Source: an optimization exercise on an open RTL-to-GDS flow (aim: small area and a short achievable clock period). Production flows keep margins and buffers that such runs may drop.
For this run, only the layout was checked, not whether the RTL still works.
The flow treats the clock pin as an ideal source, which a real chip does not have.

### design/flow/design.v
module booth_mul_top(clk, A, B, m, ov);
	input clk;
	input [15:0] A, B;
	output reg [30:0] m;
	output reg ov;
	reg [15:0] a_q, b_q;
	wire [30:0] m_w;
	wire ov_w;
	BoothMUL mul(.A(a_q), .B(b_q), .m(m_w), .ov(ov_w));
	always @(posedge clk) begin
		a_q <= A;
		b_q <= B;
		m <= m_w;
		ov <= ov_w;
	end
endmodule

module FA(a, b, c, cout, sum);
	input a, b, c;
	output cout, sum;
	assign {cout, sum} = a + b + c;
endmodule
module HA(a, b, cout, sum);
	input a, b;
	output cout, sum;
	assign {cout, sum} = a + b;
endmodule
module NR(a, b, y);
	input a, b;
	output y;
	assign y = ~(a | b);
endmodule
module BoothMUL(A, B, m, ov);
	input [15:0] A, B;
	output [30:0] m;
	output ov;
	wire s1;
	wire c2;
	wire s3;
	wire c4;
	wire s5;
	wire c6;
	wire s7;
	wire c8;
	wire s9;
	wire c10;
	wire s11;
	wire c12;
	wire s13;
	wire c14;
	wire s15;
	wire c16;
	wire s17;
	wire c18;
	wire s19;
	wire c20;
	wire s21;
	wire c22;
	wire s23;
	wire c24;
	wire s25;
	wire c26;
	wire s27;
	wire c28;
	wire s29;
	wire c30;
	wire s31;
	wire c32;
	wire s33;
	wire c34;
	wire s35;
	wire c36;
	wire s37;
	wire c38;
	wire s39;
	wire c40;
	wire s41;
	wire c42;
	wire s43;
	wire c44;
	wire s45;
	wire c46;
	wire s47;
	wire c48;
	wire s49;
	wire c50;
	wire s51;
	wire c52;
	wire s53;
	wire c54;
	wire s55;
	wire c56;
	wire s57;
	wire c58;
	wire s59;
	wire c60;
	wire s61;
	wire c62;
	wire s63;
	wire c64;
	wire s65;
	wire c66;
	wire s67;
	wire c68;
	wire s69;
	wire c70;
	wire s71;
	wire c72;
	wire s73;
	wire c74;
	wire s75;
	wire c76;
	wire s77;
	wire c78;
	wire s79;
	wire c80;
	wire s81;
	wire c82;
	wire s83;
	wire c84;
	wire s85;
	wire c86;
	wire s87;
	wire c88;
	wire s89;
	wire c90;
	wire s91;
	wire c92;
	wire s93;
	wire c94;
	wire s95;
	wire c96;
	wire s97;
	wire c98;
	wire s99;
	wire c100;
	wire s101;
	wire c102;
	wire s103;
	wire c104;
	wire s105;
	wire c106;
	wire s107;
	wire c108;
	wire s109;
	wire c110;
	wire s111;
	wire c112;
	wire s113;
	wire c114;
	wire s115;
	wire c116;
	wire s117;
	wire c118;
	wire s119;
	wire c120;
	wire s121;
	wire c122;
	wire s123;
	wire c124;
	wire s125;
	wire c126;
	wire s127;
	wire c128;
	wire s129;
	wire c130;
	wire s131;
	wire c132;
	wire s133;
	wire c134;
	wire s135;
	wire c136;
	wire s137;
	wire c138;
	wire s139;
	wire c140;
	wire s141;
	wire c142;
	wire s143;
	wire c144;
	wire s145;
	wire c146;
	wire s147;
	wire c148;
	wire s149;
	wire c150;
	wire s151;
	wire c152;
	wire s153;
	wire c154;
	wire s155;
	wire c156;
	wire s157;
	wire c158;
	wire s159;
	wire c160;
	wire s161;
	wire c162;
	wire s163;
	wire c164;
	wire s165;
	wire c166;
	wire s167;
	wire c168;
	wire s169;
	wire c170;
	wire s171;
	wire c172;
	wire s173;
	wire c174;
	wire s175;
	wire c176;
	wire s177;
	wire c178;
	wire s179;
	wire c180;
	wire s181;
	wire c182;
	wire s183;
	wire c184;
	wire s185;
	wire c186;
	wire s187;
	wire c188;
	wire s189;
	wire c190;
	wire s191;
	wire c192;
	wire s193;
	wire c194;
	wire s195;
	wire c196;
	wire s197;
	wire c198;
	wire s199;
	wire c200;
	wire s201;
	wire c202;
	wire s203;
	wire c204;
	wire s205;
	wire c206;
	wire s207;
	wire c208;
	wire s209;
	wire c210;
	wire s211;
	wire c212;
	wire s213;
	wire c214;
	wire s215;
	wire c216;
	wire s217;
	wire c218;
	wire s219;
	wire c220;
	wire s221;
	wire c222;
	wire s223;
	wire c224;
	wire neg0 = B[1];
	wire one0 = B[0] ^ 1'b0;
	wire two0 = (B[1] & ~B[0] & ~1'b0) | (~B[1] & B[0] & 1'b0);
	wire negz0 = B[1] & ~(B[0] & 1'b0);
	wire [15:0] x0 = A ^ {16{negz0}};
	wire pp0_0 = (one0 & x0[0]) | (two0 & negz0);
	wire pp0_1 = (one0 & x0[1]) | (two0 & x0[0]);
	wire pp0_2 = (one0 & x0[2]) | (two0 & x0[1]);
	wire pp0_3 = (one0 & x0[3]) | (two0 & x0[2]);
	wire pp0_4 = (one0 & x0[4]) | (two0 & x0[3]);
	wire pp0_5 = (one0 & x0[5]) | (two0 & x0[4]);
	wire pp0_6 = (one0 & x0[6]) | (two0 & x0[5]);
	wire pp0_7 = (one0 & x0[7]) | (two0 & x0[6]);
	wire pp0_8 = (one0 & x0[8]) | (two0 & x0[7]);
	wire pp0_9 = (one0 & x0[9]) | (two0 & x0[8]);
	wire pp0_10 = (one0 & x0[10]) | (two0 & x0[9]);
	wire pp0_11 = (one0 & x0[11]) | (two0 & x0[10]);
	wire pp0_12 = (one0 & x0[12]) | (two0 & x0[11]);
	wire pp0_13 = (one0 & x0[13]) | (two0 & x0[12]);
	wire pp0_14 = (one0 & x0[14]) | (two0 & x0[13]);
	wire pp0_15 = (one0 & x0[15]) | (two0 & x0[14]);
	wire pp0_16 = ~((one0 | two0) & x0[15]);
	wire neg1 = B[3];
	wire one1 = B[2] ^ B[1];
	wire two1 = (B[3] & ~B[2] & ~B[1]) | (~B[3] & B[2] & B[1]);
	wire negz1 = B[3] & ~(B[2] & B[1]);
	wire [15:0] x1 = A ^ {16{negz1}};
	wire pp1_0 = (one1 & x1[0]) | (two1 & negz1);
	wire pp1_1 = (one1 & x1[1]) | (two1 & x1[0]);
	wire pp1_2 = (one1 & x1[2]) | (two1 & x1[1]);
	wire pp1_3 = (one1 & x1[3]) | (two1 & x1[2]);
	wire pp1_4 = (one1 & x1[4]) | (two1 & x1[3]);
	wire pp1_5 = (one1 & x1[5]) | (two1 & x1[4]);
	wire pp1_6 = (one1 & x1[6]) | (two1 & x1[5]);
	wire pp1_7 = (one1 & x1[7]) | (two1 & x1[6]);
	wire pp1_8 = (one1 & x1[8]) | (two1 & x1[7]);
	wire pp1_9 = (one1 & x1[9]) | (two1 & x1[8]);
	wire pp1_10 = (one1 & x1[10]) | (two1 & x1[9]);
	wire pp1_11 = (one1 & x1[11]) | (two1 & x1[10]);
	wire pp1_12 = (one1 & x1[12]) | (two1 & x1[11]);
	wire pp1_13 = (one1 & x1[13]) | (two1 & x1[12]);
	wire pp1_14 = (one1 & x1[14]) | (two1 & x1[13]);
	wire pp1_15 = (one1 & x1[15]) | (two1 & x1[14]);
	wire pp1_16 = ~((one1 | two1) & x1[15]);
	wire neg2 = B[5];
	wire one2 = B[4] ^ B[3];
	wire two2 = (B[5] & ~B[4] & ~B[3]) | (~B[5] & B[4] & B[3]);
	wire negz2 = B[5] & ~(B[4] & B[3]);
	wire [15:0] x2 = A ^ {16{negz2}};
	wire pp2_0 = (one2 & x2[0]) | (two2 & negz2);
	wire pp2_1 = (one2 & x2[1]) | (two2 & x2[0]);
	wire pp2_2 = (one2 & x2[2]) | (two2 & x2[1]);
	wire pp2_3 = (one2 & x2[3]) | (two2 & x2[2]);
	wire pp2_4 = (one2 & x2[4]) | (two2 & x2[3]);
	wire pp2_5 = (one2 & x2[5]) | (two2 & x2[4]);
	wire pp2_6 = (one2 & x2[6]) | (two2 & x2[5]);
	wire pp2_7 = (one2 & x2[7]) | (two2 & x2[6]);
	wire pp2_8 = (one2 & x2[8]) | (two2 & x2[7]);
	wire pp2_9 = (one2 & x2[9]) | (two2 & x2[8]);
	wire pp2_10 = (one2 & x2[10]) | (two2 & x2[9]);
	wire pp2_11 = (one2 & x2[11]) | (two2 & x2[10]);
	wire pp2_12 = (one2 & x2[12]) | (two2 & x2[11]);
	wire pp2_13 = (one2 & x2[13]) | (two2 & x2[12]);
	wire pp2_14 = (one2 & x2[14]) | (two2 & x2[13]);
	wire pp2_15 = (one2 & x2[15]) | (two2 & x2[14]);
	wire pp2_16 = ~((one2 | two2) & x2[15]);
	wire neg3 = B[7];
	wire one3 = B[6] ^ B[5];
	wire two3 = (B[7] & ~B[6] & ~B[5]) | (~B[7] & B[6] & B[5]);
	wire negz3 = B[7] & ~(B[6] & B[5]);
	wire [15:0] x3 = A ^ {16{negz3}};
	wire pp3_0 = (one3 & x3[0]) | (two3 & negz3);
	wire pp3_1 = (one3 & x3[1]) | (two3 & x3[0]);
	wire pp3_2 = (one3 & x3[2]) | (two3 & x3[1]);
	wire pp3_3 = (one3 & x3[3]) | (two3 & x3[2]);
	wire pp3_4 = (one3 & x3[4]) | (two3 & x3[3]);
	wire pp3_5 = (one3 & x3[5]) | (two3 & x3[4]);
	wire pp3_6 = (one3 & x3[6]) | (two3 & x3[5]);
	wire pp3_7 = (one3 & x3[7]) | (two3 & x3[6]);
	wire pp3_8 = (one3 & x3[8]) | (two3 & x3[7]);
	wire pp3_9 = (one3 & x3[9]) | (two3 & x3[8]);
	wire pp3_10 = (one3 & x3[10]) | (two3 & x3[9]);
	wire pp3_11 = (one3 & x3[11]) | (two3 & x3[10]);
	wire pp3_12 = (one3 & x3[12]) | (two3 & x3[11]);
	wire pp3_13 = (one3 & x3[13]) | (two3 & x3[12]);
	wire pp3_14 = (one3 & x3[14]) | (two3 & x3[13]);
	wire pp3_15 = (one3 & x3[15]) | (two3 & x3[14]);
	wire pp3_16 = ~((one3 | two3) & x3[15]);
	wire neg4 = B[9];
	wire one4 = B[8] ^ B[7];
	wire two4 = (B[9] & ~B[8] & ~B[7]) | (~B[9] & B[8] & B[7]);
	wire negz4 = B[9] & ~(B[8] & B[7]);
	wire [15:0] x4 = A ^ {16{negz4}};
	wire pp4_0 = (one4 & x4[0]) | (two4 & negz4);
	wire pp4_1 = (one4 & x4[1]) | (two4 & x4[0]);
	wire pp4_2 = (one4 & x4[2]) | (two4 & x4[1]);
	wire pp4_3 = (one4 & x4[3]) | (two4 & x4[2]);
	wire pp4_4 = (one4 & x4[4]) | (two4 & x4[3]);
	wire pp4_5 = (one4 & x4[5]) | (two4 & x4[4]);
	wire pp4_6 = (one4 & x4[6]) | (two4 & x4[5]);
	wire pp4_7 = (one4 & x4[7]) | (two4 & x4[6]);
	wire pp4_8 = (one4 & x4[8]) | (two4 & x4[7]);
	wire pp4_9 = (one4 & x4[9]) | (two4 & x4[8]);
	wire pp4_10 = (one4 & x4[10]) | (two4 & x4[9]);
	wire pp4_11 = (one4 & x4[11]) | (two4 & x4[10]);
	wire pp4_12 = (one4 & x4[12]) | (two4 & x4[11]);
	wire pp4_13 = (one4 & x4[13]) | (two4 & x4[12]);
	wire pp4_14 = (one4 & x4[14]) | (two4 & x4[13]);
	wire pp4_15 = (one4 & x4[15]) | (two4 & x4[14]);
	wire pp4_16 = ~((one4 | two4) & x4[15]);
	wire neg5 = B[11];
	wire one5 = B[10] ^ B[9];
	wire two5 = (B[11] & ~B[10] & ~B[9]) | (~B[11] & B[10] & B[9]);
	wire negz5 = B[11] & ~(B[10] & B[9]);
	wire [15:0] x5 = A ^ {16{negz5}};
	wire pp5_0 = (one5 & x5[0]) | (two5 & negz5);
	wire pp5_1 = (one5 & x5[1]) | (two5 & x5[0]);
	wire pp5_2 = (one5 & x5[2]) | (two5 & x5[1]);
	wire pp5_3 = (one5 & x5[3]) | (two5 & x5[2]);
	wire pp5_4 = (one5 & x5[4]) | (two5 & x5[3]);
	wire pp5_5 = (one5 & x5[5]) | (two5 & x5[4]);
	wire pp5_6 = (one5 & x5[6]) | (two5 & x5[5]);
	wire pp5_7 = (one5 & x5[7]) | (two5 & x5[6]);
	wire pp5_8 = (one5 & x5[8]) | (two5 & x5[7]);
	wire pp5_9 = (one5 & x5[9]) | (two5 & x5[8]);
	wire pp5_10 = (one5 & x5[10]) | (two5 & x5[9]);
	wire pp5_11 = (one5 & x5[11]) | (two5 & x5[10]);
	wire pp5_12 = (one5 & x5[12]) | (two5 & x5[11]);
	wire pp5_13 = (one5 & x5[13]) | (two5 & x5[12]);
	wire pp5_14 = (one5 & x5[14]) | (two5 & x5[13]);
	wire pp5_15 = (one5 & x5[15]) | (two5 & x5[14]);
	wire pp5_16 = ~((one5 | two5) & x5[15]);
	wire neg6 = B[13];
	wire one6 = B[12] ^ B[11];
	wire two6 = (B[13] & ~B[12] & ~B[11]) | (~B[13] & B[12] & B[11]);
	wire negz6 = B[13] & ~(B[12] & B[11]);
	wire [15:0] x6 = A ^ {16{negz6}};
	wire pp6_0 = (one6 & x6[0]) | (two6 & negz6);
	wire pp6_1 = (one6 & x6[1]) | (two6 & x6[0]);
	wire pp6_2 = (one6 & x6[2]) | (two6 & x6[1]);
	wire pp6_3 = (one6 & x6[3]) | (two6 & x6[2]);
	wire pp6_4 = (one6 & x6[4]) | (two6 & x6[3]);
	wire pp6_5 = (one6 & x6[5]) | (two6 & x6[4]);
	wire pp6_6 = (one6 & x6[6]) | (two6 & x6[5]);
	wire pp6_7 = (one6 & x6[7]) | (two6 & x6[6]);
	wire pp6_8 = (one6 & x6[8]) | (two6 & x6[7]);
	wire pp6_9 = (one6 & x6[9]) | (two6 & x6[8]);
	wire pp6_10 = (one6 & x6[10]) | (two6 & x6[9]);
	wire pp6_11 = (one6 & x6[11]) | (two6 & x6[10]);
	wire pp6_12 = (one6 & x6[12]) | (two6 & x6[11]);
	wire pp6_13 = (one6 & x6[13]) | (two6 & x6[12]);
	wire pp6_14 = (one6 & x6[14]) | (two6 & x6[13]);
	wire pp6_15 = (one6 & x6[15]) | (two6 & x6[14]);
	wire pp6_16 = ~((one6 | two6) & x6[15]);
	wire neg7 = B[15];
	wire one7 = B[14] ^ B[13];
	wire two7 = (B[15] & ~B[14] & ~B[13]) | (~B[15] & B[14] & B[13]);
	wire negz7 = B[15] & ~(B[14] & B[13]);
	wire [15:0] x7 = A ^ {16{negz7}};
	wire pp7_0 = (one7 & x7[0]) | (two7 & negz7);
	wire pp7_1 = (one7 & x7[1]) | (two7 & x7[0]);
	wire pp7_2 = (one7 & x7[2]) | (two7 & x7[1]);
	wire pp7_3 = (one7 & x7[3]) | (two7 & x7[2]);
	wire pp7_4 = (one7 & x7[4]) | (two7 & x7[3]);
	wire pp7_5 = (one7 & x7[5]) | (two7 & x7[4]);
	wire pp7_6 = (one7 & x7[6]) | (two7 & x7[5]);
	wire pp7_7 = (one7 & x7[7]) | (two7 & x7[6]);
	wire pp7_8 = (one7 & x7[8]) | (two7 & x7[7]);
	wire pp7_9 = (one7 & x7[9]) | (two7 & x7[8]);
	wire pp7_10 = (one7 & x7[10]) | (two7 & x7[9]);
	wire pp7_11 = (one7 & x7[11]) | (two7 & x7[10]);
	wire pp7_12 = (one7 & x7[12]) | (two7 & x7[11]);
	wire pp7_13 = (one7 & x7[13]) | (two7 & x7[12]);
	wire pp7_14 = (one7 & x7[14]) | (two7 & x7[13]);
	wire pp7_15 = (one7 & x7[15]) | (two7 & x7[14]);
	wire pp7_16 = ~((one7 | two7) & x7[15]);
	HA ha2(.a(negz5), .b(pp0_10), .cout(c2), .sum(s1));
	HA ha4(.a(pp0_11), .b(pp1_9), .cout(c4), .sum(s3));
	FA fa6(.a(negz6), .b(pp0_12), .c(pp1_10), .cout(c6), .sum(s5));
	HA ha8(.a(pp2_8), .b(pp3_6), .cout(c8), .sum(s7));
	FA fa10(.a(pp0_13), .b(pp1_11), .c(pp2_9), .cout(c10), .sum(s9));
	HA ha12(.a(pp3_7), .b(pp4_5), .cout(c12), .sum(s11));
	FA fa14(.a(negz7), .b(pp0_14), .c(pp1_12), .cout(c14), .sum(s13));
	FA fa16(.a(pp2_10), .b(pp3_8), .c(pp4_6), .cout(c16), .sum(s15));
	HA ha18(.a(pp5_4), .b(pp6_2), .cout(c18), .sum(s17));
	FA fa20(.a(pp0_15), .b(pp1_13), .c(pp2_11), .cout(c20), .sum(s19));
	FA fa22(.a(pp3_9), .b(pp4_7), .c(pp5_5), .cout(c22), .sum(s21));
	HA ha24(.a(pp6_3), .b(pp7_1), .cout(c24), .sum(s23));
	assign s25 = ~(pp0_16 ^ pp1_14);
	assign c26 = pp0_16 | pp1_14;
	FA fa28(.a(pp2_12), .b(pp3_10), .c(pp4_8), .cout(c28), .sum(s27));
	FA fa30(.a(pp5_6), .b(pp6_4), .c(pp7_2), .cout(c30), .sum(s29));
	assign s31 = ~(pp1_15 ^ pp2_13);
	assign c32 = pp1_15 | pp2_13;
	FA fa34(.a(pp3_11), .b(pp4_9), .c(pp5_7), .cout(c34), .sum(s33));
	HA ha36(.a(pp6_5), .b(pp7_3), .cout(c36), .sum(s35));
	FA fa38(.a(pp1_16), .b(pp2_14), .c(pp3_12), .cout(c38), .sum(s37));
	FA fa40(.a(pp4_10), .b(pp5_8), .c(pp6_6), .cout(c40), .sum(s39));
	assign s41 = ~(pp2_15 ^ pp3_13);
	assign c42 = pp2_15 | pp3_13;
	HA ha44(.a(pp4_11), .b(pp5_9), .cout(c44), .sum(s43));
	FA fa46(.a(pp2_16), .b(pp3_14), .c(pp4_12), .cout(c46), .sum(s45));
	assign s47 = ~pp3_15;
	assign c48 = pp3_15;
	HA ha50(.a(negz3), .b(pp0_6), .cout(c50), .sum(s49));
	HA ha52(.a(pp0_7), .b(pp1_5), .cout(c52), .sum(s51));
	FA fa54(.a(negz4), .b(pp0_8), .c(pp1_6), .cout(c54), .sum(s53));
	HA ha56(.a(pp2_4), .b(pp3_2), .cout(c56), .sum(s55));
	FA fa58(.a(pp0_9), .b(pp1_7), .c(pp2_5), .cout(c58), .sum(s57));
	HA ha60(.a(pp3_3), .b(pp4_1), .cout(c60), .sum(s59));
	FA fa62(.a(pp1_8), .b(pp2_6), .c(pp3_4), .cout(c62), .sum(s61));
	FA fa64(.a(pp4_2), .b(pp5_0), .c(s1), .cout(c64), .sum(s63));
	FA fa66(.a(pp2_7), .b(pp3_5), .c(pp4_3), .cout(c66), .sum(s65));
	FA fa68(.a(pp5_1), .b(c2), .c(s3), .cout(c68), .sum(s67));
	FA fa70(.a(pp4_4), .b(pp5_2), .c(pp6_0), .cout(c70), .sum(s69));
	FA fa72(.a(c4), .b(s7), .c(s5), .cout(c72), .sum(s71));
	FA fa74(.a(pp5_3), .b(pp6_1), .c(c8), .cout(c74), .sum(s73));
	FA fa76(.a(s11), .b(c6), .c(s9), .cout(c76), .sum(s75));
	FA fa78(.a(pp7_0), .b(c12), .c(s17), .cout(c78), .sum(s77));
	FA fa80(.a(c10), .b(s13), .c(s15), .cout(c80), .sum(s79));
	FA fa82(.a(c18), .b(s23), .c(c14), .cout(c82), .sum(s81));
	FA fa84(.a(c16), .b(s19), .c(s21), .cout(c84), .sum(s83));
	FA fa86(.a(c24), .b(c20), .c(c22), .cout(c86), .sum(s85));
	FA fa88(.a(s25), .b(s27), .c(s29), .cout(c88), .sum(s87));
	FA fa90(.a(s35), .b(c26), .c(c28), .cout(c90), .sum(s89));
	FA fa92(.a(c30), .b(s31), .c(s33), .cout(c92), .sum(s91));
	FA fa94(.a(pp7_4), .b(c36), .c(c32), .cout(c94), .sum(s93));
	FA fa96(.a(c34), .b(s37), .c(s39), .cout(c96), .sum(s95));
	FA fa98(.a(pp6_7), .b(pp7_5), .c(s43), .cout(c98), .sum(s97));
	FA fa100(.a(c38), .b(c40), .c(s41), .cout(c100), .sum(s99));
	FA fa102(.a(pp5_10), .b(pp6_8), .c(pp7_6), .cout(c102), .sum(s101));
	FA fa104(.a(c44), .b(c42), .c(s45), .cout(c104), .sum(s103));
	FA fa106(.a(pp4_13), .b(pp5_11), .c(pp6_9), .cout(c106), .sum(s105));
	FA fa108(.a(pp7_7), .b(s47), .c(c46), .cout(c108), .sum(s107));
	FA fa110(.a(pp3_16), .b(pp4_14), .c(pp5_12), .cout(c110), .sum(s109));
	FA fa112(.a(pp6_10), .b(pp7_8), .c(c48), .cout(c112), .sum(s111));
	assign s113 = ~(pp4_15 ^ pp5_13);
	assign c114 = pp4_15 | pp5_13;
	HA ha116(.a(pp6_11), .b(pp7_9), .cout(c116), .sum(s115));
	FA fa118(.a(pp4_16), .b(pp5_14), .c(pp6_12), .cout(c118), .sum(s117));
	assign s119 = ~pp5_15;
	assign c120 = pp5_15;
	HA ha122(.a(negz2), .b(pp0_4), .cout(c122), .sum(s121));
	HA ha124(.a(pp0_5), .b(pp1_3), .cout(c124), .sum(s123));
	FA fa126(.a(pp1_4), .b(pp2_2), .c(pp3_0), .cout(c126), .sum(s125));
	FA fa128(.a(pp2_3), .b(pp3_1), .c(c50), .cout(c128), .sum(s127));
	FA fa130(.a(pp4_0), .b(c52), .c(s55), .cout(c130), .sum(s129));
	FA fa132(.a(c56), .b(s59), .c(c54), .cout(c132), .sum(s131));
	FA fa134(.a(c60), .b(c58), .c(s61), .cout(c134), .sum(s133));
	FA fa136(.a(c62), .b(s65), .c(c64), .cout(c136), .sum(s135));
	FA fa138(.a(c66), .b(s69), .c(c68), .cout(c138), .sum(s137));
	FA fa140(.a(c70), .b(s73), .c(c72), .cout(c140), .sum(s139));
	FA fa142(.a(c74), .b(s77), .c(c76), .cout(c142), .sum(s141));
	FA fa144(.a(c78), .b(c80), .c(s81), .cout(c144), .sum(s143));
	FA fa146(.a(c82), .b(c84), .c(s85), .cout(c146), .sum(s145));
	FA fa148(.a(c86), .b(c88), .c(s89), .cout(c148), .sum(s147));
	FA fa150(.a(c90), .b(c92), .c(s93), .cout(c150), .sum(s149));
	FA fa152(.a(s97), .b(c94), .c(c96), .cout(c152), .sum(s151));
	FA fa154(.a(s101), .b(c98), .c(c100), .cout(c154), .sum(s153));
	FA fa156(.a(c102), .b(s105), .c(c104), .cout(c156), .sum(s155));
	FA fa158(.a(c106), .b(s109), .c(s111), .cout(c158), .sum(s157));
	FA fa160(.a(s115), .b(c110), .c(s113), .cout(c160), .sum(s159));
	FA fa162(.a(pp7_10), .b(c116), .c(c114), .cout(c162), .sum(s161));
	FA fa164(.a(pp6_13), .b(pp7_11), .c(s119), .cout(c164), .sum(s163));
	FA fa166(.a(pp5_16), .b(pp6_14), .c(pp7_12), .cout(c166), .sum(s165));
	assign s167 = ~pp6_15;
	assign c168 = pp6_15;
	HA ha170(.a(negz1), .b(pp0_2), .cout(c170), .sum(s169));
	HA ha172(.a(pp0_3), .b(pp1_1), .cout(c172), .sum(s171));
	FA fa174(.a(pp1_2), .b(pp2_0), .c(s121), .cout(c174), .sum(s173));
	FA fa176(.a(pp2_1), .b(c122), .c(s123), .cout(c176), .sum(s175));
	FA fa178(.a(c124), .b(s49), .c(s125), .cout(c178), .sum(s177));
	FA fa180(.a(s51), .b(c126), .c(s127), .cout(c180), .sum(s179));
	FA fa182(.a(s53), .b(c128), .c(s129), .cout(c182), .sum(s181));
	FA fa184(.a(s57), .b(c130), .c(s131), .cout(c184), .sum(s183));
	FA fa186(.a(s63), .b(c132), .c(s133), .cout(c186), .sum(s185));
	FA fa188(.a(s67), .b(c134), .c(s135), .cout(c188), .sum(s187));
	FA fa190(.a(s71), .b(c136), .c(s137), .cout(c190), .sum(s189));
	FA fa192(.a(s75), .b(c138), .c(s139), .cout(c192), .sum(s191));
	FA fa194(.a(s79), .b(c140), .c(s141), .cout(c194), .sum(s193));
	FA fa196(.a(s83), .b(c142), .c(s143), .cout(c196), .sum(s195));
	FA fa198(.a(s87), .b(c144), .c(s145), .cout(c198), .sum(s197));
	FA fa200(.a(s91), .b(c146), .c(s147), .cout(c200), .sum(s199));
	FA fa202(.a(s95), .b(c148), .c(s149), .cout(c202), .sum(s201));
	FA fa204(.a(s99), .b(c150), .c(s151), .cout(c204), .sum(s203));
	FA fa206(.a(s103), .b(c152), .c(s153), .cout(c206), .sum(s205));
	FA fa208(.a(s107), .b(c154), .c(s155), .cout(c208), .sum(s207));
	FA fa210(.a(c108), .b(s157), .c(c156), .cout(c210), .sum(s209));
	FA fa212(.a(c112), .b(s159), .c(c158), .cout(c212), .sum(s211));
	FA fa214(.a(s117), .b(c160), .c(s161), .cout(c214), .sum(s213));
	FA fa216(.a(c118), .b(s163), .c(c162), .cout(c216), .sum(s215));
	FA fa218(.a(c120), .b(s165), .c(c164), .cout(c218), .sum(s217));
	FA fa220(.a(pp7_13), .b(s167), .c(c166), .cout(c220), .sum(s219));
	FA fa222(.a(pp6_16), .b(pp7_14), .c(c168), .cout(c222), .sum(s221));
	assign s223 = ~pp7_15;
	assign c224 = pp7_15;
	wire [31:0] X = {1'b1, pp7_16, s223, s221, s219, s217, c214, s213, s211, s209, c206, c204, c202, c200, c198, c196, c194, c192, c190, c188, c186, c184, c182, c180, c178, c176, c174, c172, c170, pp1_0, pp0_1, negz0};
	wire [31:0] Y = {1'b0, c224, c222, c220, c218, c216, s215, c212, c210, c208, s207, s205, s203, s201, s199, s197, s195, s193, s191, s189, s187, s185, s183, s181, s179, s177, s175, s173, s171, s169, 1'b0, pp0_0};
	wire [31:0] P;
	wire [31:0] g, p;
	wire [31:0] t, nt;
	HA pg0(.a(X[0]), .b(Y[0]), .cout(g[0]), .sum(p[0]));
	NR nr0(.a(X[0]), .b(Y[0]), .y(nt[0]));
	assign t[0] = ~nt[0];
	assign g[1] = 1'b0;
	assign p[1] = pp0_1;
	assign t[1] = pp0_1;
	HA pg2(.a(X[2]), .b(Y[2]), .cout(g[2]), .sum(p[2]));
	NR nr2(.a(X[2]), .b(Y[2]), .y(nt[2]));
	assign t[2] = ~nt[2];
	HA pg3(.a(X[3]), .b(Y[3]), .cout(g[3]), .sum(p[3]));
	NR nr3(.a(X[3]), .b(Y[3]), .y(nt[3]));
	assign t[3] = ~nt[3];
	HA pg4(.a(X[4]), .b(Y[4]), .cout(g[4]), .sum(p[4]));
	NR nr4(.a(X[4]), .b(Y[4]), .y(nt[4]));
	assign t[4] = ~nt[4];
	HA pg5(.a(X[5]), .b(Y[5]), .cout(g[5]), .sum(p[5]));
	NR nr5(.a(X[5]), .b(Y[5]), .y(nt[5]));
	assign t[5] = ~nt[5];
	HA pg6(.a(X[6]), .b(Y[6]), .cout(g[6]), .sum(p[6]));
	NR nr6(.a(X[6]), .b(Y[6]), .y(nt[6]));
	assign t[6] = ~nt[6];
	HA pg7(.a(X[7]), .b(Y[7]), .cout(g[7]), .sum(p[7]));
	NR nr7(.a(X[7]), .b(Y[7]), .y(nt[7]));
	assign t[7] = ~nt[7];
	HA pg8(.a(X[8]), .b(Y[8]), .cout(g[8]), .sum(p[8]));
	NR nr8(.a(X[8]), .b(Y[8]), .y(nt[8]));
	assign t[8] = ~nt[8];
	HA pg9(.a(X[9]), .b(Y[9]), .cout(g[9]), .sum(p[9]));
	NR nr9(.a(X[9]), .b(Y[9]), .y(nt[9]));
	assign t[9] = ~nt[9];
	HA pg10(.a(X[10]), .b(Y[10]), .cout(g[10]), .sum(p[10]));
	NR nr10(.a(X[10]), .b(Y[10]), .y(nt[10]));
	assign t[10] = ~nt[10];
	HA pg11(.a(X[11]), .b(Y[11]), .cout(g[11]), .sum(p[11]));
	NR nr11(.a(X[11]), .b(Y[11]), .y(nt[11]));
	assign t[11] = ~nt[11];
	HA pg12(.a(X[12]), .b(Y[12]), .cout(g[12]), .sum(p[12]));
	NR nr12(.a(X[12]), .b(Y[12]), .y(nt[12]));
	assign t[12] = ~nt[12];
	HA pg13(.a(X[13]), .b(Y[13]), .cout(g[13]), .sum(p[13]));
	NR nr13(.a(X[13]), .b(Y[13]), .y(nt[13]));
	assign t[13] = ~nt[13];
	HA pg14(.a(X[14]), .b(Y[14]), .cout(g[14]), .sum(p[14]));
	NR nr14(.a(X[14]), .b(Y[14]), .y(nt[14]));
	assign t[14] = ~nt[14];
	HA pg15(.a(X[15]), .b(Y[15]), .cout(g[15]), .sum(p[15]));
	NR nr15(.a(X[15]), .b(Y[15]), .y(nt[15]));
	assign t[15] = ~nt[15];
	HA pg16(.a(X[16]), .b(Y[16]), .cout(g[16]), .sum(p[16]));
	NR nr16(.a(X[16]), .b(Y[16]), .y(nt[16]));
	assign t[16] = ~nt[16];
	HA pg17(.a(X[17]), .b(Y[17]), .cout(g[17]), .sum(p[17]));
	NR nr17(.a(X[17]), .b(Y[17]), .y(nt[17]));
	assign t[17] = ~nt[17];
	HA pg18(.a(X[18]), .b(Y[18]), .cout(g[18]), .sum(p[18]));
	NR nr18(.a(X[18]), .b(Y[18]), .y(nt[18]));
	assign t[18] = ~nt[18];
	HA pg19(.a(X[19]), .b(Y[19]), .cout(g[19]), .sum(p[19]));
	NR nr19(.a(X[19]), .b(Y[19]), .y(nt[19]));
	assign t[19] = ~nt[19];
	HA pg20(.a(X[20]), .b(Y[20]), .cout(g[20]), .sum(p[20]));
	NR nr20(.a(X[20]), .b(Y[20]), .y(nt[20]));
	assign t[20] = ~nt[20];
	HA pg21(.a(X[21]), .b(Y[21]), .cout(g[21]), .sum(p[21]));
	NR nr21(.a(X[21]), .b(Y[21]), .y(nt[21]));
	assign t[21] = ~nt[21];
	HA pg22(.a(X[22]), .b(Y[22]), .cout(g[22]), .sum(p[22]));
	NR nr22(.a(X[22]), .b(Y[22]), .y(nt[22]));
	assign t[22] = ~nt[22];
	HA pg23(.a(X[23]), .b(Y[23]), .cout(g[23]), .sum(p[23]));
	NR nr23(.a(X[23]), .b(Y[23]), .y(nt[23]));
	assign t[23] = ~nt[23];
	HA pg24(.a(X[24]), .b(Y[24]), .cout(g[24]), .sum(p[24]));
	NR nr24(.a(X[24]), .b(Y[24]), .y(nt[24]));
	assign t[24] = ~nt[24];
	HA pg25(.a(X[25]), .b(Y[25]), .cout(g[25]), .sum(p[25]));
	NR nr25(.a(X[25]), .b(Y[25]), .y(nt[25]));
	assign t[25] = ~nt[25];
	HA pg26(.a(X[26]), .b(Y[26]), .cout(g[26]), .sum(p[26]));
	NR nr26(.a(X[26]), .b(Y[26]), .y(nt[26]));
	assign t[26] = ~nt[26];
	HA pg27(.a(X[27]), .b(Y[27]), .cout(g[27]), .sum(p[27]));
	NR nr27(.a(X[27]), .b(Y[27]), .y(nt[27]));
	assign t[27] = ~nt[27];
	HA pg28(.a(X[28]), .b(Y[28]), .cout(g[28]), .sum(p[28]));
	NR nr28(.a(X[28]), .b(Y[28]), .y(nt[28]));
	assign t[28] = ~nt[28];
	HA pg29(.a(X[29]), .b(Y[29]), .cout(g[29]), .sum(p[29]));
	NR nr29(.a(X[29]), .b(Y[29]), .y(nt[29]));
	assign t[29] = ~nt[29];
	HA pg30(.a(X[30]), .b(Y[30]), .cout(g[30]), .sum(p[30]));
	NR nr30(.a(X[30]), .b(Y[30]), .y(nt[30]));
	assign t[30] = ~nt[30];
	assign g[31] = 1'b0;
	assign p[31] = ~1'b0;
	assign t[31] = 1'b1;
	assign G225 = g[1] | (t[1] & g[0]);
	assign Pq226 = t[1] & t[0];
	assign G227 = g[3] | (t[3] & g[2]);
	assign Pq228 = t[3] & t[2];
	assign G229 = g[5] | (t[5] & g[4]);
	assign Pq230 = t[5] & t[4];
	assign G231 = g[7] | (t[7] & g[6]);
	assign Pq232 = t[7] & t[6];
	assign G233 = g[9] | (t[9] & g[8]);
	assign Pq234 = t[9] & t[8];
	assign G235 = g[11] | (t[11] & g[10]);
	assign Pq236 = t[11] & t[10];
	assign G237 = g[13] | (t[13] & g[12]);
	assign Pq238 = t[13] & t[12];
	assign G239 = g[15] | (t[15] & g[14]);
	assign Pq240 = t[15] & t[14];
	assign G241 = g[17] | (t[17] & g[16]);
	assign Pq242 = t[17] & t[16];
	assign G243 = g[19] | (t[19] & g[18]);
	assign Pq244 = t[19] & t[18];
	assign G245 = g[21] | (t[21] & g[20]);
	assign Pq246 = t[21] & t[20];
	assign G247 = g[23] | (t[23] & g[22]);
	assign Pq248 = t[23] & t[22];
	assign G249 = g[25] | (t[25] & g[24]);
	assign Pq250 = t[25] & t[24];
	assign G251 = g[27] | (t[27] & g[26]);
	assign Pq252 = t[27] & t[26];
	assign G253 = g[29] | (t[29] & g[28]);
	assign Pq254 = t[29] & t[28];
	assign G255 = g[31] | (t[31] & g[30]);
	assign Pq256 = t[31] & t[30];
	assign G257 = g[2] | (t[2] & G225);
	assign Pq258 = t[2] & Pq226;
	assign G259 = G227 | (Pq228 & G225);
	assign Pq260 = Pq228 & Pq226;
	assign G261 = g[6] | (t[6] & G229);
	assign Pq262 = t[6] & Pq230;
	assign G263 = G231 | (Pq232 & G229);
	assign Pq264 = Pq232 & Pq230;
	assign G265 = g[10] | (t[10] & G233);
	assign Pq266 = t[10] & Pq234;
	assign G267 = G235 | (Pq236 & G233);
	assign Pq268 = Pq236 & Pq234;
	assign G269 = g[14] | (t[14] & G237);
	assign Pq270 = t[14] & Pq238;
	assign G271 = G239 | (Pq240 & G237);
	assign Pq272 = Pq240 & Pq238;
	assign G273 = g[18] | (t[18] & G241);
	assign Pq274 = t[18] & Pq242;
	assign G275 = G243 | (Pq244 & G241);
	assign Pq276 = Pq244 & Pq242;
	assign G277 = g[22] | (t[22] & G245);
	assign Pq278 = t[22] & Pq246;
	assign G279 = G247 | (Pq248 & G245);
	assign Pq280 = Pq248 & Pq246;
	assign G281 = g[26] | (t[26] & G249);
	assign Pq282 = t[26] & Pq250;
	assign G283 = G251 | (Pq252 & G249);
	assign Pq284 = Pq252 & Pq250;
	assign G285 = g[30] | (t[30] & G253);
	assign Pq286 = t[30] & Pq254;
	assign G287 = G255 | (Pq256 & G253);
	assign Pq288 = Pq256 & Pq254;
	assign G289 = g[4] | (t[4] & G259);
	assign Pq290 = t[4] & Pq260;
	assign G291 = G229 | (Pq230 & G259);
	assign Pq292 = Pq230 & Pq260;
	assign G293 = G261 | (Pq262 & G259);
	assign Pq294 = Pq262 & Pq260;
	assign G295 = G263 | (Pq264 & G259);
	assign Pq296 = Pq264 & Pq260;
	assign G297 = g[12] | (t[12] & G267);
	assign Pq298 = t[12] & Pq268;
	assign G299 = G237 | (Pq238 & G267);
	assign Pq300 = Pq238 & Pq268;
	assign G301 = G269 | (Pq270 & G267);
	assign Pq302 = Pq270 & Pq268;
	assign G303 = G271 | (Pq272 & G267);
	assign Pq304 = Pq272 & Pq268;
	assign G305 = g[20] | (t[20] & G275);
	assign Pq306 = t[20] & Pq276;
	assign G307 = G245 | (Pq246 & G275);
	assign Pq308 = Pq246 & Pq276;
	assign G309 = G277 | (Pq278 & G275);
	assign Pq310 = Pq278 & Pq276;
	assign G311 = G279 | (Pq280 & G275);
	assign Pq312 = Pq280 & Pq276;
	assign G313 = g[28] | (t[28] & G283);
	assign Pq314 = t[28] & Pq284;
	assign G315 = G253 | (Pq254 & G283);
	assign Pq316 = Pq254 & Pq284;
	assign G317 = G285 | (Pq286 & G283);
	assign Pq318 = Pq286 & Pq284;
	assign G319 = G287 | (Pq288 & G283);
	assign Pq320 = Pq288 & Pq284;
	assign G321 = g[8] | (t[8] & G295);
	assign Pq322 = t[8] & Pq296;
	assign G323 = G233 | (Pq234 & G295);
	assign Pq324 = Pq234 & Pq296;
	assign G325 = G265 | (Pq266 & G295);
	assign Pq326 = Pq266 & Pq296;
	assign G327 = G267 | (Pq268 & G295);
	assign Pq328 = Pq268 & Pq296;
	assign G329 = G297 | (Pq298 & G295);
	assign Pq330 = Pq298 & Pq296;
	assign G331 = G299 | (Pq300 & G295);
	assign Pq332 = Pq300 & Pq296;
	assign G333 = G301 | (Pq302 & G295);
	assign Pq334 = Pq302 & Pq296;
	assign G335 = G303 | (Pq304 & G295);
	assign Pq336 = Pq304 & Pq296;
	assign G337 = g[24] | (t[24] & G311);
	assign Pq338 = t[24] & Pq312;
	assign G339 = G249 | (Pq250 & G311);
	assign Pq340 = Pq250 & Pq312;
	assign G341 = G281 | (Pq282 & G311);
	assign Pq342 = Pq282 & Pq312;
	assign G343 = G283 | (Pq284 & G311);
	assign Pq344 = Pq284 & Pq312;
	assign G345 = G313 | (Pq314 & G311);
	assign Pq346 = Pq314 & Pq312;
	assign G347 = G315 | (Pq316 & G311);
	assign Pq348 = Pq316 & Pq312;
	assign G349 = G317 | (Pq318 & G311);
	assign Pq350 = Pq318 & Pq312;
	assign G351 = G319 | (Pq320 & G311);
	assign Pq352 = Pq320 & Pq312;
	assign G353 = g[16] | (t[16] & G335);
	assign Pq354 = t[16] & Pq336;
	assign G355 = G241 | (Pq242 & G335);
	assign Pq356 = Pq242 & Pq336;
	assign G357 = G273 | (Pq274 & G335);
	assign Pq358 = Pq274 & Pq336;
	assign G359 = G275 | (Pq276 & G335);
	assign Pq360 = Pq276 & Pq336;
	assign G361 = G305 | (Pq306 & G335);
	assign Pq362 = Pq306 & Pq336;
	assign G363 = G307 | (Pq308 & G335);
	assign Pq364 = Pq308 & Pq336;
	assign G365 = G309 | (Pq310 & G335);
	assign Pq366 = Pq310 & Pq336;
	assign G367 = G311 | (Pq312 & G335);
	assign Pq368 = Pq312 & Pq336;
	assign G369 = G337 | (Pq338 & G335);
	assign Pq370 = Pq338 & Pq336;
	assign G371 = G339 | (Pq340 & G335);
	assign Pq372 = Pq340 & Pq336;
	assign G373 = G341 | (Pq342 & G335);
	assign Pq374 = Pq342 & Pq336;
	assign G375 = G343 | (Pq344 & G335);
	assign Pq376 = Pq344 & Pq336;
	assign G377 = G345 | (Pq346 & G335);
	assign Pq378 = Pq346 & Pq336;
	assign G379 = G347 | (Pq348 & G335);
	assign Pq380 = Pq348 & Pq336;
	assign G381 = G349 | (Pq350 & G335);
	assign Pq382 = Pq350 & Pq336;
	assign G383 = G351 | (Pq352 & G335);
	assign Pq384 = Pq352 & Pq336;
	assign P[0] = p[0];
	assign P[1] = p[1] ^ g[0];
	assign P[2] = p[2] ^ G225;
	assign P[3] = p[3] ^ G257;
	assign P[4] = p[4] ^ G259;
	assign P[5] = p[5] ^ G289;
	assign P[6] = p[6] ^ G291;
	assign P[7] = p[7] ^ G293;
	assign P[8] = p[8] ^ G295;
	assign P[9] = p[9] ^ G321;
	assign P[10] = p[10] ^ G323;
	assign P[11] = p[11] ^ G325;
	assign P[12] = p[12] ^ G327;
	assign P[13] = p[13] ^ G329;
	assign P[14] = p[14] ^ G331;
	assign P[15] = p[15] ^ G333;
	assign P[16] = p[16] ^ G335;
	assign P[17] = p[17] ^ G353;
	assign P[18] = p[18] ^ G355;
	assign P[19] = p[19] ^ G357;
	assign P[20] = p[20] ^ G359;
	assign P[21] = p[21] ^ G361;
	assign P[22] = p[22] ^ G363;
	assign P[23] = p[23] ^ G365;
	assign P[24] = p[24] ^ G367;
	assign P[25] = p[25] ^ G369;
	assign P[26] = p[26] ^ G371;
	assign P[27] = p[27] ^ G373;
	assign P[28] = p[28] ^ G375;
	assign P[29] = p[29] ^ G377;
	assign P[30] = p[30] ^ G379;
	assign P[31] = p[31] ^ G381;
	assign m = P[30:0];
	assign ov = ~P[31];
endmodule
### design/flow/flow/run.sh
#!/bin/bash
# The standard layout (standard.sh, unchanged synthesis) with two changes:
# - the port buffers use sky130_fd_sc_hd__buf_1 (every port still gets one);
# - after clock tree synthesis, flow/skew.tcl delays the clock of the output
#   registers m and ov whose data paths are long, by a short chain of clock
#   delay cells (useful skew for the register-to-register path through the
#   multiplier).
export BUFFER_PORTS_ARGS="-buffer_cell sky130_fd_sc_hd__buf_1"
export POST_CTS_TCL="$PWD/flow/skew.tcl"
bash standard.sh > standard.log 2>&1
### design/flow/flow/skew.tcl
# POST_CTS_TCL hook: useful skew for the register-to-register path through
# the multiplier. The clock of the output registers (m, ov) whose data paths
# are long is delayed by a short chain of clock delay cells, so that the path
# a_q/b_q -> m gets more time. The output ports, which m and ov drive, lose the
# same time. The delay is chosen to balance the two: the worst slack of the
# internal paths and of the output ports come out about equal. A register
# whose shortest path is short (small hold slack) gets a shorter chain.
# Every cell added is a clock buffer or delay cell on the clock net; the
# registers themselves are untouched.
set_propagated_clock [all_clocks]
estimate_parasitics -placement

set P "sky130_fd_sc_hd__"
# chains and their approximate added delay (ns), shortest first
set chains [list \
  [list 0.33 [list ${P}clkdlybuf4s18_1 ${P}clkbuf_4]] \
  [list 0.38 [list ${P}clkdlybuf4s25_1 ${P}clkbuf_4]] \
  [list 0.58 [list ${P}clkdlybuf4s50_1 ${P}clkbuf_4]] \
  [list 0.72 [list ${P}clkdlybuf4s50_1 ${P}clkbuf_1 ${P}clkbuf_4]] \
  [list 0.82 [list ${P}clkdlybuf4s50_1 ${P}clkdlybuf4s18_1 ${P}clkbuf_4]] \
  [list 0.87 [list ${P}clkdlybuf4s50_1 ${P}clkdlybuf4s25_1 ${P}clkbuf_4]] \
  [list 1.00 [list ${P}clkdlybuf4s50_1 ${P}clkdlybuf4s25_1 ${P}clkbuf_1 ${P}clkbuf_4]] \
  [list 1.10 [list ${P}clkdlybuf4s50_1 ${P}clkdlybuf4s50_1 ${P}clkbuf_4]] \
  [list 1.24 [list ${P}clkdlybuf4s50_1 ${P}clkdlybuf4s50_1 ${P}clkbuf_1 ${P}clkbuf_4]] \
  [list 1.39 [list ${P}clkdlybuf4s50_1 ${P}clkdlybuf4s50_1 ${P}clkdlybuf4s25_1 ${P}clkbuf_4]] \
]
# the internal paths lose about this much (ns) from here to the routed layout
set bias 0.1

proc worst {args} {
  set p [find_timing_paths {*}$args -path_delay max]
  return [get_property [lindex $p 0] slack]
}
set s_out [worst -to [all_outputs]]
set s_in [worst -from [all_inputs]]
puts "skew: before: output slack $s_out input slack $s_in"

set regs {}
foreach c [all_registers -cells] {
  set name [get_full_name $c]
  if {![regexp {^(m\[[0-9]+\]|ov)\$} $name]} { continue }
  set d [get_pins $name/D]
  lappend regs [list $name [get_property $d slack_max] [get_property $d slack_min]]
}
set s_int 1e9
foreach r $regs { if {[lindex $r 1] < $s_int} { set s_int [lindex $r 1] } }
puts "skew: before: internal slack $s_int"

set best -1
set best_ws -1e9
for {set i 0} {$i < [llength $chains]} {incr i} {
  set dly [lindex [lindex $chains $i] 0]
  set ws [expr {$s_out - $dly}]
  foreach r $regs {
    lassign $r name smax smin
    # registers that gain nothing keep their clock
    if {$smax >= $s_out - $dly} { continue }
    set ws [expr {min($ws, $smax + $dly - $bias)}]
  }
  puts "skew: chain $i (+$dly ns) predicted worst slack $ws"
  if {$ws > $best_ws} { set best_ws $ws; set best $i }
}
set dly [lindex [lindex $chains $best] 0]
puts "skew: using chain $best (+$dly ns)"

set groups [dict create]
foreach r $regs {
  lassign $r name smax smin
  if {$smax >= $s_out - $dly} { continue }
  # longest chain up to the chosen one that the hold slack allows
  set tier -1
  for {set i $best} {$i >= 0} {incr i -1} {
    if {[lindex [lindex $chains $i] 0] < $smin + 0.1} { set tier $i; break }
  }
  puts "skew: $name setup slack $smax hold slack $smin chain $tier"
  if {$tier < 0} { continue }
  set net [get_full_name [get_nets -of_objects [get_pins $name/CLK]]]
  dict lappend groups "$net $tier" "$name/CLK"
}
set k 0
dict for {key pins} $groups {
  lassign $key netname tier
  puts "skew: net $netname chain $tier drives [llength $pins] output registers"
  set cur $netname
  foreach cell [lindex [lindex $chains $tier] 1] {
    insert_buffer -buffer_cell $cell -net [get_nets $cur] -load_pins [get_pins $pins] -buffer_name "skew_buf_$k"
    incr k
    set cur [get_full_name [get_nets -of_objects [get_pins [lindex $pins 0]]]]
  }
}
detailed_placement
check_placement -verbose
estimate_parasitics -placement
puts "skew: after: output slack [worst -to [all_outputs]] internal slack [worst -from [all_registers -clock_pins] -to [all_registers -data_pins]]"
report_clock_skew
report_checks -path_delay min -digits 3
### design/flow/standard.sh
#!/bin/bash
# synth_recipe.tcl (not shown) runs the flow's synth.tcl, then flattens the netlist and writes it again
# the make line also repeats each setting of config.mk as NAME=value (left out here)
make -C /OpenROAD-flow-scripts/flow DESIGN_CONFIG=/design/flow/config.mk WORK_HOME=/design/flow/orfs CLKGATE_MAP_FILE= SYNTH_SCRIPT=/design/flow/synth_recipe.tcl "${@:-finish}"
### design/flow/config.mk
export PLATFORM = sky130hd
export DESIGN_NAME = booth_mul_top
export DESIGN_NICKNAME = booth_mul_top
export VERILOG_FILES = /design/flow/design.v
export SDC_FILE = /design/flow/constraint.sdc
export NUM_CORES = 4
export LEC_CHECK = 0
export ABC_AREA = 1
export CAP_MARGIN = 20
export CORE_MARGIN = 2
export CORE_UTILIZATION = 50
export CTS_BUF_LIST = sky130_fd_sc_hd__clkbuf_8
export HOLD_SLACK_MARGIN = 0.05
export SLEW_MARGIN = 70
export SYNTH_HIERARCHICAL = 1
export SYNTH_MINIMUM_KEEP_SIZE = 0
### design/flow/constraint.sdc
create_clock -name core_clock -period 12.2 [get_ports {clk}]
set_input_delay 2.4400 -clock core_clock [delete_from_list [all_inputs] [get_ports {clk}]]
set_output_delay 2.4400 -clock core_clock [all_outputs]
set_load 0.01 [all_outputs]
==> results.txt <==
[area by class of cell, without the clock buffers]
type	count	area, sq um	area share
Clock inverter	7	104	0.0122
Inverter	107	403	0.0474
Multi-Input combinational cell	698	5870	0.690
Sequential cell	64	1300	0.153
Tap cell	211	264	0.0311
Timing Repair Buffer	79	353	0.0415
[logic make-up (layout without fill, tap and decap cells)]
family,count (synthesis),in the layout,share of synthesized area
AOI/OAI and AO/OA,165,165,0.129
xor gates and xnor gates,142,142,0.158
adders and majority gates,146,146,0.316
and+or+nand+nor,245,245,0.144
DFF,64,64,0.163
buffers and inverters,147,214,0.0903
[Yosys stat by module (local to each module, per instance)]
module	area, sq um	flip-flops and latches
FA	20.0	0
NR	3.75	0
BoothMUL	4140	0
HA	12.5	0
booth_mul_top	1280	64
[Yosys cell counts, drive strengths merged]
cell	instances	area share
nand4	1	0.00080
o22ai	113	0.090
dfxtp	64	0.16
clkinv	1	0.00048
o21a	1	0.00096
xor2	37	0.041
buf	31	0.035
nor2	68	0.041
o21bai	2	0.0019
a21o	1	0.00096
clkbuf	9	0.0043
o21ai	24	0.018
xnor2	105	0.12
fa	87	0.22
and2	1	0.00080
or2	10	0.0080
nor3	5	0.0038
ha	59	0.094
nand2	132	0.071
inv	106	0.051
a21oi	24	0.017
nand3	28	0.018
[how the worst max path moves through the flow]
stage | end | cells after the start | start
finish | m[13] | 15 | b_q[1]
global placement | m[26] | 18 | b_q[1]
floorplan | m[26] | 20 | b_q[5]
global route | m[13] | 16 | b_q[1]
detailed placement | m[27] | 18 | b_q[1]
[power by group through the flow]
stage / sequential (uW) / combinational, uW / clock, uW
floorplan: 352 / 1860 / 0
global placement: 334 / 2230 / 0
detailed placement: 335 / 2250 / 0
global route: 336 / 2620 / 297
finish: 330 / 2240 / 275
[sequential cells by signal, indices dropped and copies added (netlist names)]
signal,count
m,31
a_q,16
b_q,16
ov,1
[worst reg2reg max path: stages (launching register included)]
cell,delay (ns)
dfxtp_4,0.45
ha_1,0.27
nor2_4,0.18
buf_4,0.21
buf_4,0.19
xnor2_1,0.15
o22ai_1,0.14
fa_1,0.59
fa_1,0.43
fa_1,0.46
ha_1,0.21
a21oi_1,0.17
nand2_2,0.13
a21oi_1,0.15
nand2_1,0.08
xor2_1,0.13
[metrics by stage]
step	worst slack (ns)	instance area, sq um	std cells	hold WS (ns)
floorplan	8.02	7860	909	0.568
global placement	7.14	8060	1145	0.917
detailed placement	7.59	8190	1159	0.758
global route	7.93	8500	1187	0.344
finish	8.19	8500	1187	0.276
[metal layers]
metal	track usage	up-vias	wire [um]
li1	-	3112	-
met1	0.322	2923	8640
met2	0.378	136	8350
met3	0.0339	20	713
met4	0.0697	0	299
met5	0	-	0
==> reports/results.ini <==
[global_routing]
grt.total_usage=0.232
antenna_found_initial=0
grt_pass1_vias=6023
grt_max_degree=22
grt_first_pass_wirelength_um=30200
overflow=0

[clock_tree]
tritoncts=yes
cts.clk_slew.worst_paths_ns=0.10
cts.sinks=64
clkLatencyLatePin_ns=1.08

[finish]
area_growth_pct=8.20
final_common_cell=o22ai_1
drive_gt1_frac=0.119
layout.nets=1150
utilization=0.557
nFillCells=1489
layout_common_cells=o22ai_1 (113), nand2_1 (110), xnor2_1 (105)
diodes=0

[logic_synthesis]
synth_cells=909
ys_seq_area_frac=0.163
yosysWarnings=167
avgSynthCellArea_sq_um=8.64
syn_area_sq_um=7860
synth-seq-cells=64
yosys.cell_types.count=36
syn_nets=1088

[critical_path]
max_stage_delay_ns=0.59
crit_arrival_ns=4.29
cp_slowest_cell=fa_1
critPathBufInv=2
crit_top_cell=fa_1
required_ns=12.47
critical_path.top_delay_family=adder cells
regToRegEndpoint=m[13]
cp-start-kind=flip-flop
path_cells=ha_1, nor2_4, buf_4, buf_4, xnor2_1, o22ai_1, fa_1, fa_1, fa_1, ha_1, a21oi_1, nand2_2, a21oi_1, nand2_1, xor2_1
cp_max_fo=21
endpoint_kind=flip-flop
r2r_slack_ns=8.19
r2r_cells=15
worstReg2RegStart=b_q[1]
crit_type=reg -> reg

[sta]
fmax_mhz=249
slew-limit-headroom=0.741
hold_viol=0
fin_crit_sh=0.329
setup_violations=0
min_period_ns=4.01
tightest_slew_ns=0.385
skew_ns=0.729
setup_tns_ns=0
slew_violations=0
rsz0062_at_grt=false

[floorplan]
core.rowCount=45
core_area_sq_um=15300
pin_count=65
die_y_um=129
die_area_sq_um=16700
initial_core_util=0.515
die_x_um=129

[min_path]
hold_path_startpoint=b_q[14]
hold_path_end=ov
hold_depth=6
hold_class=reg -> reg

[drt]
post_drt_wl_per_cell_um=15.2
dr_total_vias=6191
drt_iter0_drc=369
avgViaCountPerCell=5.22
ant_nets=0
firstDrtPassIters=4
routed_wl_um=18000
drc=0

[power]
p_switching_uw=1490
p_clk_frac=0.097
power_density_nw_per_um2=335
power.leakage_uw=0.00370
internal-power_uw=1360
sw_frac_of_total=0.523
seq_power_share=0.116
combPwrFrac=0.787
power.total_uw=2840
vdd_drop_max_mv=0.228

[placed_design]
place_congestion=0.903
dp_hpwl_um=14600
portBuffers=64

[flow_run]
drv_cap=0

[run_status]
status=timing/DRC/antenna clean

## re-timing with driven ports
No port has a modelled driver above. Below, the same layout with a new extraction and two added sets of constraints. Step 1 (the two cells are an assumption about what drives the block):
set clk [get_ports {clk}]
set_driving_cell -lib_cell sky130_fd_sc_hd__clkbuf_16 $clk
set_driving_cell -lib_cell sky130_fd_sc_hd__buf_2 [delete_from_list [all_inputs] $clk]
Step 2, shift: input delay + t, output delay - t, t = (earliest + latest rising clock arrival at the registers) / 2. This alone moves slack from input paths to output paths. Three values: ideal, step 1, step 2; two values: the first two.
t (ns): 0.750
setup WS [ns]: 8.185 / 8.178 / 8.185
hold slack, ns: 0.276 / 0.276 / 0.276
worst setup path after step 2: register to register
clock arrival spread, ns: 0.729 / 0.729
cell pins on the clock port's net: 1
Clock arrivals are far apart in this run, so t is only a midpoint there and step 2 fits no single register. The setup slack of this run moves by -0.007 ns with the drivers and by 0.000 ns with both steps.
